Background: an optimization exercise with open tools, aiming at small area, a short achievable clock period and few clock cycles per item. Do not read the settings as production practice.
The RTL was checked by simulation tests, not by an equivalence proof against the original design.
Power and IR drop assume default switching activity.

Design itch_decoder_top, start of the top module:
module itch_decoder_top (
    input  logic          clk,
    input  logic          rst_n,
    input  logic [511:0]  s_axis_tdata,
    input  logic [7:0]    s_axis_tkeep,
    input  logic          s_axis_tlast,
    input  logic [95:0]   s_axis_tuser,
    input  logic          s_axis_tvalid,
    output logic          s_axis_tready,
    output logic [63:0]   dec_ingress_ts,
    output logic [63:0]   dec_decode_ts,
    output logic [31:0]   dec_seq_num,
    output logic [7:0]    dec_msg_type,
    output logic [63:0]   dec_symbol_key,
    output logic [9:0]    dec_symbol_idx,
    output logic          dec_symbol_valid,
    output logic          dec_side,
    output logic [31:0]   dec_price,
    output logic [31:0]   dec_qty,
    output logic [63:0]   dec_order_id,
    output logic          dec_is_book_update,
    output logic          dec_stale,
    output logic [3:0]    dec_error_flags,
    output logic          decoded_valid,
    input  logic          decoded_ready,
    output logic [63:0]   sym_lookup_key,
    output logic          sym_lookup_valid,
    input  logic [9:0]    sym_lookup_idx,
    input  logic          sym_lookup_hit,
    input  logic          sym_lookup_ready,
    output logic [31:0]   stat_add_orders,
    output logic [31:0]   stat_executes,
    output logic [31:0]   stat_cancels,
    output logic [31:0]   stat_deletes,
    output logic [31:0]   stat_replaces,
    output logic [31:0]   stat_trades,
    output logic [31:0]   stat_unknown
);
Size: ~1900 cells after synthesis, ~24000 um2 of cells after synthesis.
==> flow/config.mk <==
export PLATFORM = sky130hd
export DESIGN_NAME = itch_decoder_top
export DESIGN_NICKNAME = itch_decoder_top
export VERILOG_FILES = /design/flow/design.v
export SDC_FILE = /design/flow/constraint.sdc
export NUM_CORES = 4
export LEC_CHECK = 0
export CAP_MARGIN = 20
export CORE_AREA = 5 5 221 221
export CTS_CLUSTER_DIAMETER = 90
export CTS_CLUSTER_SIZE = 27
export DIE_AREA = 0 0 226 226
export PLACE_DENSITY = 0.76
export SETUP_SLACK_MARGIN = 1.3
export SLEW_MARGIN = 20
==> flow/constraint.sdc <==
create_clock -name core_clock -period 3.3 [get_ports {clk}]
set_input_delay 0.6600 -clock core_clock [delete_from_list [all_inputs] [get_ports {clk}]]
set_output_delay 0.6600 -clock core_clock [all_outputs]
set_load 0.01 [all_outputs]
standard.sh (not shown) runs the stock make flow with config.mk's settings and CLKGATE_MAP_FILE= SYNTH_SCRIPT=/design/flow/synth_recipe.tcl, a recipe that flattens the netlist after the stock synthesis.
==> flow/flow/run.sh <==
#!/bin/bash
# Own layout flow: the standard flow (standard.sh) with these changes:
#  - port buffers are buf_1 cells instead of the delay buffer buffer_ports picks by default
#    (every port still gets its own buffer);
#  - pins may sit one routing track apart, so the die can be much smaller than the pin count
#    would otherwise allow; the clock pin is placed alone mid-left (pins_pre.tcl).
# Each ORFS step logs to orfs/logs/...; standard.sh's own output goes to standard.log.
set -euo pipefail
here=$(pwd)
half=$(awk '/^export DIE_AREA/ {print ($5 + $7) / 2}' config.mk)
export BUFFER_PORTS_ARGS="-buffer_cell sky130_fd_sc_hd__buf_1"
export PLACE_PINS_ARGS="-min_distance 1 -min_distance_in_tracks -corner_avoidance 15 -exclude left:$(( ${half%.*} - 8 ))-$(( ${half%.*} + 8 ))"
export PRE_IO_PLACEMENT_TCL="$here/flow/pins_pre.tcl"
echo "PLACE_PINS_ARGS=$PLACE_PINS_ARGS" > run.log
bash standard.sh > standard.log 2>&1
==> flow/flow/pins_pre.tcl <==
# Put the clock pin alone in the middle of the left edge; place_pins keeps the
# stretch around it free (see PLACE_PINS_ARGS in run.sh), so no other pin sits
# one track from it.
set die [ord::get_die_area]
set ymid [expr {([lindex $die 1] + [lindex $die 3]) / 2.0}]
place_pin -pin_name clk -layer met3 -location [list 0.4 $ymid] -force_to_die_boundary
Testbench counts at the start, summed over its fixed seeds: cycles 17,920, items 16,000.
==> next run, changes <==
- CTS_CLUSTER_DIAMETER: 90 -> 60
- PLACE_DENSITY: 0.76 -> default
The new run produced a clean layout.
Non-clock buffer count shrinks by 10.
Routed wire length shrinks by 1.0%.
Core utilization rises by 0.48 points.
Worst setup slack loses 0.057 ns.
==> next run, changes <==
- CTS_CLUSTER_DIAMETER: 60 -> 90
- SETUP_SLACK_MARGIN: 1.3 -> 1.4
Result: The new run passed the timing, DRC and antenna checks. Design area rises by a few percent. Total power falls by a few percent. First-iteration DRC count falls by a few percent. Setup slack is better by 0.0067 ns. Routed wire length is about the same. Critical path depth rises by 1. Clock skew rises by 0.0049 ns. Maximum frequency rises slightly. Die area is unchanged.
==> next run, changes <==
- CORE_AREA: 5 5 221 221 -> 5 5 227 227
- DIE_AREA: 0 0 226 226 -> 0 0 232 232
- SETUP_SLACK_MARGIN: 1.4 -> 1.3
Effect: Design area falls by a few percent; via count falls by a few percent; die area rises by a few percent; worst hold slack loses 0.011 ns; wire length falls by a few percent.
==> next run, changes <==
- CORE_AREA: 5 5 227 227 -> 5 5 221 221
- DIE_AREA: 0 0 232 232 -> 0 0 226 226
What happened: The changed run produced a clean layout; non-clock buffer count grows by 2; count of clock-buffer cells in the layout grows by 2; sequential share of layout area grows by 0.28 points; cell area shrinks by 0.55%; synthesized area stays the same; total power shrinks by 1.1%; fmax barely changes; setup slack got worse by 0.0035 ns.
==> next run, changes <==
- PLACE_DENSITY: default -> 0.68
Maximum frequency is higher by about 2.6%. Worst setup slack improved by 0.053 ns. Design area is higher by about 0.6%. Synthesized cell count does not change. Via count is higher by 1.0%. Sequential share of layout area is lower by 0.33 points. Synthesized area stays the same. Power is higher by about 2%.

---

Another version of the RTL of itch_decoder_top (not shown whole).
Size in the first run: roughly 1700 cells after synthesis, roughly 23000 µm² of cells after synthesis.
Settings: LEC_CHECK=0, CAP_MARGIN=20, CORE_AREA=5 5 235 235, CTS_CLUSTER_DIAMETER=80, CTS_CLUSTER_SIZE=24, DIE_AREA=0 0 240 240, SETUP_SLACK_MARGIN=1.0, SLEW_MARGIN=20; clock period 3.3 ns.
Scripts as last shown in full above: flow/flow/run.sh, flow/flow/pins_pre.tcl
The first run ran to the end with no violations.
Testbench counts at the start, summed over its fixed seeds: cycles 17,920, items 16,000.
Rerun with:
- CORE_AREA: 5 5 235 235 -> 5 5 221 221
- DIE_AREA: 0 0 240 240 -> 0 0 226 226
- SETUP_SLACK_MARGIN: 1.0 -> 1.2
Sequential power is about the same.
Routed wire length increases by 9.7%.
Clock power fell by 4.5%.
Final area went up by 0.49%.
Via count rose by 4.1%.
Synthesized cell count is unchanged.
Worst setup slack is better by 0.059 ns.
Core utilization climbs by 7.6 points.
Hold slack gains 0.097 ns.
Rerun with:
- CORE_AREA: 5 5 221 221 -> 5 5 235 235
- DIE_AREA: 0 0 226 226 -> 0 0 240 240
- SETUP_SLACK_MARGIN: 1.2 -> 1.5
Outcome: Synthesized cell count stays the same. Area after synthesis stays the same. Worst setup slack degrades by 0.047 ns. Wire length went up by 6.1%. Utilization went up by 5.5 points. Non-clock buffer count went up by 366. Cell count went up by 13%. Clock power went down by about 4%. First-iteration DRC count went down by 12%. Hold slack degrades by 0.083 ns. Die area went up by 13%.

-- re-timing with driven ports --
No port has a modelled driver above. Below, the same layouts with a new extraction and two added sets of constraints. Step 1 (the two cells are an assumption about what drives the block):
set clk [get_ports {clk}]
set_driving_cell -lib_cell sky130_fd_sc_hd__clkbuf_16 $clk
set_driving_cell -lib_cell sky130_fd_sc_hd__buf_2 [delete_from_list [all_inputs] $clk]
Step 2 adds t to the input delays and takes it off the output delays; t is the mean of the earliest and latest rising clock arrival at the registers after step 1. Input paths then give back, and output paths get back, about the clock's delay inside the block. Three values: ideal, step 1, step 2; two values: the first two.
run	t (ns)	slack for setup (ns)	latest minus earliest clock arrival (ns)
the first run of note 1	0.647	1.240 / 1.193 / 0.791	0.036 / 0.037
the second run of note 1	0.629	1.184 / 1.139 / 0.749	0.027 / 0.026
the third run of note 1	0.643	1.190 / 1.147 / 0.827	0.038 / 0.037
the fourth run of note 1	0.648	1.196 / 1.150 / 0.688	0.024 / 0.024
the fifth run of note 1	0.637	1.192 / 1.148 / 0.712	0.038 / 0.037
the sixth run of note 1	0.635	1.245 / 1.202 / 0.585	0.037 / 0.037
the first run of note 2	0.613	1.028 / 0.986 / 0.454	0.038 / 0.038
the second run of note 2	0.602	1.088 / 1.045 / 0.588	0.022 / 0.022
the third run of note 2	0.617	1.041 / 0.999 / 0.508	0.026 / 0.026
After both steps every run listed still meets setup and hold. The setup slack of the sixth run of note 1, which loses most, moves by -0.043 ns with the drivers and by -0.660 ns with both steps.
